What follows belongs to an exercise in optimizing a design on an open flow for small area, a short achievable clock period and few clock cycles; a production flow would make more cautious choices.
RTL that was checked went through simulation tests only; none was proved equivalent to the original.

## the baseline
## processor
module processor (
    input         clk,
    input         rst,
    output [15:0] imem_addr,
    input  [15:0] imem_rdata,
    output [15:0] dmem_addr,
    input  [15:0] dmem_rdata,
    output [15:0] dmem_wdata,
    output        dmem_we
);
    wire [255:0] rf;
    reg  [15:0] pc;         
    reg  [15:0] ir;
    reg         dv;         
    reg  [3:0]  ra_a;       
    reg  [3:0]  rb_a;       
    reg         bp;         
    reg         hz;         
    reg         dj;         
    reg         dbr;        
    reg         dshl;       
    wire [3:0] nop = imem_rdata[15:12];
    wire       n_mem = (nop == 4'h1) | (nop == 4'h2);
    wire       n_ra  = (nop == 4'h4) | (nop == 4'h5) | (nop == 4'h8) |
                       (nop == 4'hB) | (nop == 4'hC) | (nop == 4'hF);
    wire [3:0] n_ra_a = n_mem ? {2'b10, imem_rdata[9:8]} :
                        n_ra  ? imem_rdata[7:4] : imem_rdata[11:8];
    wire [3:0] n_rb_a = (nop == 4'h2) ? {2'b11, imem_rdata[11:10]} : imem_rdata[3:0];
    reg  [15:0] opa, opb;
    reg         e_cin;
    reg  [1:0]  e_sel;      
    reg         e_fill;
    reg         e_wen, e_ld, e_st;
    reg         e_br, e_bne;    
    reg  [3:0]  e_wd;
    reg  [15:0] maddr;
    wire [15:0] sum   = opa + opb + {15'b0, e_cin};
    wire [3:0]  e_sham = opb[7:4];
    wire        e_shl  = (opb[1:0] == 2'b01);
    wire [15:0] lor   = opa | opb;
    wire [15:0] lnand = ~(opa & opb);
    wire [15:0] sh1 = e_sham[0] ? {e_fill, opa[15:1]} : opa;
    wire [15:0] sh2 = e_sham[1] ? {{2{e_fill}}, sh1[15:2]} : sh1;
    wire [15:0] sh4 = e_sham[2] ? {{4{e_fill}}, sh2[15:4]} : sh2;
    wire [15:0] sh8 = e_sham[3] ? {{8{e_fill}}, sh4[15:8]} : sh4;
    wire [15:0] sh8_rev;
    genvar gi;
    generate for (gi = 0; gi < 16; gi = gi + 1) begin : g_rev
        assign sh8_rev[gi] = sh8[15 - gi];
  ...
==> module processor, before the edit <==
module processor (
    input         clk,
    input         rst,
    output [15:0] imem_addr,
    input  [15:0] imem_rdata,
    output [15:0] dmem_addr,
    input  [15:0] dmem_rdata,
    output [15:0] dmem_wdata,
    output        dmem_we
);
    wire [255:0] rf;
    reg  [15:0] pc;         
    reg  [15:0] ir;
    reg         dv;         
    reg  [3:0]  ra_a;       
    reg  [3:0]  rb_a;       
    reg         bp;         
    reg         hz;         
    reg         dj;         
    reg         dbr;        
    reg         dshl;       
    wire [3:0] nop = imem_rdata[15:12];
    wire       n_mem = (nop == 4'h1) | (nop == 4'h2);
    wire       n_ra  = (nop == 4'h4) | (nop == 4'h5) | (nop == 4'h8) |
                       (nop == 4'hB) | (nop == 4'hC) | (nop == 4'hF);
    wire [3:0] n_ra_a = n_mem ? {2'b10, imem_rdata[9:8]} :
                        n_ra  ? imem_rdata[7:4] : imem_rdata[11:8];
    wire [3:0] n_rb_a = (nop == 4'h2) ? {2'b11, imem_rdata[11:10]} : imem_rdata[3:0];
    reg  [15:0] opa, opb;
    reg         e_cin;
    reg  [1:0]  e_sel;      
    reg         e_fill;
    reg         e_wen, e_ld, e_st;
    reg         e_br, e_bne;    
    reg  [3:0]  e_wd;
    reg  [15:0] maddr;
    wire [15:0] sum   = opa + opb + {15'b0, e_cin};
    wire [3:0]  e_sham = opb[7:4];
    wire        e_shl  = (opb[1:0] == 2'b01);
    wire [15:0] lor   = opa | opb;
    wire [15:0] lnand = ~(opa & opb);
    wire [15:0] sh1 = e_sham[0] ? {e_fill, opa[15:1]} : opa;
    wire [15:0] sh2 = e_sham[1] ? {{2{e_fill}}, sh1[15:2]} : sh1;
    wire [15:0] sh4 = e_sham[2] ? {{4{e_fill}}, sh2[15:4]} : sh2;
    wire [15:0] sh8 = e_sham[3] ? {{8{e_fill}}, sh4[15:8]} : sh4;
    wire [15:0] sh8_rev;
    genvar gi;
    generate for (gi = 0; gi < 16; gi = gi + 1) begin : g_rev
        assign sh8_rev[gi] = sh8[15 - gi];
    end endgenerate
    wire [15:0] shres = e_shl ? sh8_rev : sh8;
    reg  [15:0] alu;
    always @(*) begin
        case (e_sel)
            2'd0: alu = sum;
            2'd1: alu = lor;
            2'd2: alu = lnand;
            default: alu = shres;
        endcase
    end
    wire [15:0] wdata = e_ld ? dmem_rdata : alu;
    genvar gr;
    generate for (gr = 0; gr < 16; gr = gr + 1) begin : g_rf
        reg [15:0] r;
        always @(posedge clk)
            if (e_wen && e_wd == gr) r <= wdata;
        assign rf[16*gr +: 16] = r;
    end endgenerate
    wire [3:0] op = ir[15:12];
    wire [3:0] fd = ir[11:8];
    wire [63:0] ra_g;
    generate for (gi = 0; gi < 4; gi = gi + 1) begin : g_ra
        assign ra_g[16*gi +: 16] = rf[64*gi + 16*ra_a[1:0] +: 16];
    end endgenerate
    wire [15:0] ra = ra_g[16*ra_a[3:2] +: 16];
    wire [15:0] rb = rf[16*rb_a +: 16];
    wire        hza = e_wen & (e_wd == ra_a);
    wire        hzb = e_wen & (e_wd == rb_a);
    wire [15:0] fwa = hza ? wdata : ra;
    wire [15:0] wdata_rev, ra_rev;
    reg  [15:0] opa_n;
    always @(*) begin
        case ({hza, dshl})
            2'b00: opa_n = ra;
            2'b01: opa_n = ra_rev;
            2'b10: opa_n = wdata;
            default: opa_n = wdata_rev;
        endcase
    end
    wire [15:0] fwb = hzb ? wdata : rb;
    wire d_rr  = (op == 4'h8) | (op == 4'hB) | (op == 4'hC) | (op == 4'hF);
    wire d_zx  = (op == 4'hA) | (op == 4'hE);
    wire d_sub = (op == 4'hC) | (op == 4'hD) | (op == 4'hE);
    wire d_alu = (op == 4'h0) | (op[3] | (op[2] & op[1]));
    wire d_sha = (ir[1:0] == 2'b11);
    wire taken = e_br & ((opa == opb) ^ e_bne);
    wire stall = dv & (hz | (dbr & ~bp));
    wire go    = dv & ~hz & ~bp;
    wire jump  = dv & dj;
    wire       d_wen = d_alu | (op == 4'h1);
    wire [3:0] d_wd  = (op == 4'h1) ? {2'b11, fd[3:2]} : fd;
    wire       n_hz  = go & d_wen &
                       n_mem & (d_wd[3:2] == 2'b10) & (imem_rdata[9:8] == d_wd[1:0]);
    wire [15:0] base = ra_g[32 +: 16];
    wire [15:0] sx8 = {{8{ir[7]}}, ir[7:0]};
    wire [15:0] imm = d_zx ? {8'h00, ir[7:0]} : sx8;
    wire [15:0] bsrc = (d_rr | dbr | (op == 4'h2)) ? fwb : imm;
    generate for (gi = 0; gi < 16; gi = gi + 1) begin : g_rev2
        assign ra_rev[gi] = ra[15 - gi];
        assign wdata_rev[gi] = wdata[15 - gi];
    end endgenerate
    wire [15:0] pc_next = pc + (jump ? {{4{ir[11]}}, ir[11:0]} : 16'd2);
    always @(posedge clk) begin
        opa    <= opa_n;
        opb    <= d_sub ? ~bsrc : bsrc;
        e_cin  <= d_sub;
        e_sel  <= (op == 4'h0) ? 2'd3 :
                  ((op == 4'h6) | (op == 4'hF)) ? 2'd1 :
                  ((op == 4'h7) | (op == 4'hB)) ? 2'd2 : 2'd0;
        e_fill <= d_sha & fwa[15];
        e_ld   <= (op == 4'h1);
        e_wd   <= d_wd;
        e_bne  <= op[0];
        maddr  <= base + {sx8[14:0], 1'b0};
        if (rst) begin
            pc    <= 16'h0000;
            dv    <= 1'b0;
            bp    <= 1'b0;
            hz    <= 1'b0;
            e_wen <= 1'b0;
            e_st  <= 1'b0;
            e_br  <= 1'b0;
        end else begin
            e_br  <= go & dbr;
            e_wen <= go & d_wen;
            e_st  <= go & (op == 4'h2);
            bp    <= go & dbr;
            hz    <= 1'b0;
            if (taken) begin
                pc <= ra;               
                dv <= 1'b0;
            end else if (!stall) begin
                hz   <= n_hz;
                pc   <= pc_next;
                ir   <= imem_rdata;
                dv   <= ~jump;
                dj   <= (nop == 4'h3);
                dbr  <= (nop == 4'h4) | (nop == 4'h5);
                dshl <= (nop == 4'h0) & (imem_rdata[1:0] == 2'b01);
                ra_a <= n_ra_a;
                rb_a <= n_rb_a;
            end else if (go & dbr) begin
                ra_a <= fd;
            end
        end
    end
    assign imem_addr  = pc;
    assign dmem_addr  = maddr;
    assign dmem_wdata = opb;
    assign dmem_we    = e_st;
endmodule
Settings: LEC_CHECK=0, CAP_MARGIN=10, CORE_MARGIN=2, CORE_UTILIZATION=60, PLACE_DENSITY=0.75, SLEW_MARGIN=10, SETUP_SLACK_MARGIN=7.7; clock period 11.0 ns.
standard.sh (not shown) runs the stock make flow with config.mk's settings and CLKGATE_MAP_FILE= SYNTH_SCRIPT=/design/flow/synth_recipe.tcl, a recipe that flattens the netlist after the stock synthesis.
==> flow/flow/run.sh <==
#!/bin/bash
# Standard ORFS layout (the standard.sh), with repair_timing asked for
# a larger setup margin so that it shortens the critical paths further.
set -euo pipefail
echo "export SETUP_SLACK_MARGIN = 7.7" >> config.mk
bash standard.sh finish > standard_flow.log 2>&1 || { tail -50 standard_flow.log; exit 1; }
tail -5 standard_flow.log
No stage failed in the baseline, and the final checks on the layout all came back clean.
The following lists how the candidate was set up differently from the baseline:
diff --git a/flow/design.v b/flow/design.v
--- a/flow/design.v
+++ b/flow/design.v
@@ -23,8 +23,7 @@
     wire       n_mem = (nop == 4'h1) | (nop == 4'h2);
     wire       n_ra  = (nop == 4'h4) | (nop == 4'h5) | (nop == 4'h8) |
                        (nop == 4'hB) | (nop == 4'hC) | (nop == 4'hF);
-    wire [3:0] n_ra_a = n_mem ? {2'b10, imem_rdata[9:8]} :
-                        n_ra  ? imem_rdata[7:4] : imem_rdata[11:8];
+    wire [3:0] n_ra_a = n_ra ? imem_rdata[7:4] : imem_rdata[11:8];
     wire [3:0] n_rb_a = (nop == 4'h2) ? {2'b11, imem_rdata[11:10]} : imem_rdata[3:0];
     reg  [15:0] opa, opb;
     reg         e_cin;
@@ -68,11 +67,7 @@
     end endgenerate
     wire [3:0] op = ir[15:12];
     wire [3:0] fd = ir[11:8];
-    wire [63:0] ra_g;
-    generate for (gi = 0; gi < 4; gi = gi + 1) begin : g_ra
-        assign ra_g[16*gi +: 16] = rf[64*gi + 16*ra_a[1:0] +: 16];
-    end endgenerate
-    wire [15:0] ra = ra_g[16*ra_a[3:2] +: 16];
+    wire [15:0] ra = rf[16*ra_a +: 16];
     wire [15:0] rb = rf[16*rb_a +: 16];
     wire        hza = e_wen & (e_wd == ra_a);
     wire        hzb = e_wen & (e_wd == rb_a);
@@ -101,7 +96,7 @@
     wire [3:0] d_wd  = (op == 4'h1) ? {2'b11, fd[3:2]} : fd;
     wire       n_hz  = go & d_wen &
                        n_mem & (d_wd[3:2] == 2'b10) & (imem_rdata[9:8] == d_wd[1:0]);
-    wire [15:0] base = ra_g[32 +: 16];
+    wire [15:0] base = rf[128 + 16*fd[1:0] +: 16];
     wire [15:0] sx8 = {{8{ir[7]}}, ir[7:0]};
     wire [15:0] imm = d_zx ? {8'h00, ir[7:0]} : sx8;
     wire [15:0] bsrc = (d_rr | dbr | (op == 4'h2)) ? fwb : imm;
The candidate finished every stage and its layout cleared the timing, DRC and antenna checks. Cell count: higher on the candidate. The higher met2 usage in global routing of the candidate and the baseline is in the baseline. The baseline -> the candidate: area of the die increased by a few percent. The higher via count of the candidate and the baseline is in the candidate. Share of synthesized cell area in full adder, half adder and majority cells: the candidate vs the baseline — no meaningful difference. In the flow results for the candidate and the baseline, the total wire length is smaller on the baseline.
Testbench counts of the candidate, summed over its fixed seeds: cycles 36,054.
Function not checked in the baseline: the RTL went through the layout flow alone.

==> what the ideal ports hide <==
How much do the figures lean on ideal ports? The routed layouts below were timed once more, with nothing changed but the port constraints. Step 1: set_driving_cell puts a clkbuf_16 on clk and a buf_2 on each other input, an assumption about the parent block. Step 2, shift: input delay + t, output delay - t, t = (earliest + latest rising clock arrival at the registers) / 2. This alone moves slack from input paths to output paths. Slacks: ideal ports / drivers / drivers and shift; pairs: ideal ports / drivers.
run	t, ns	slack for setup (ns)	worst register clock-pin slew, ns	worst data-port slew with drivers (ns)
the baseline	0.589	7.635 / 7.629 / 7.209	0.06 / 0.06	0.04
the candidate	0.582	7.658 / 7.605 / 7.145	0.06 / 0.06	0.06
After both steps every run listed still meets setup and hold. For the candidate, which loses most, drivers alone change the setup slack by -0.053 ns; drivers and shift together by -0.513 ns.
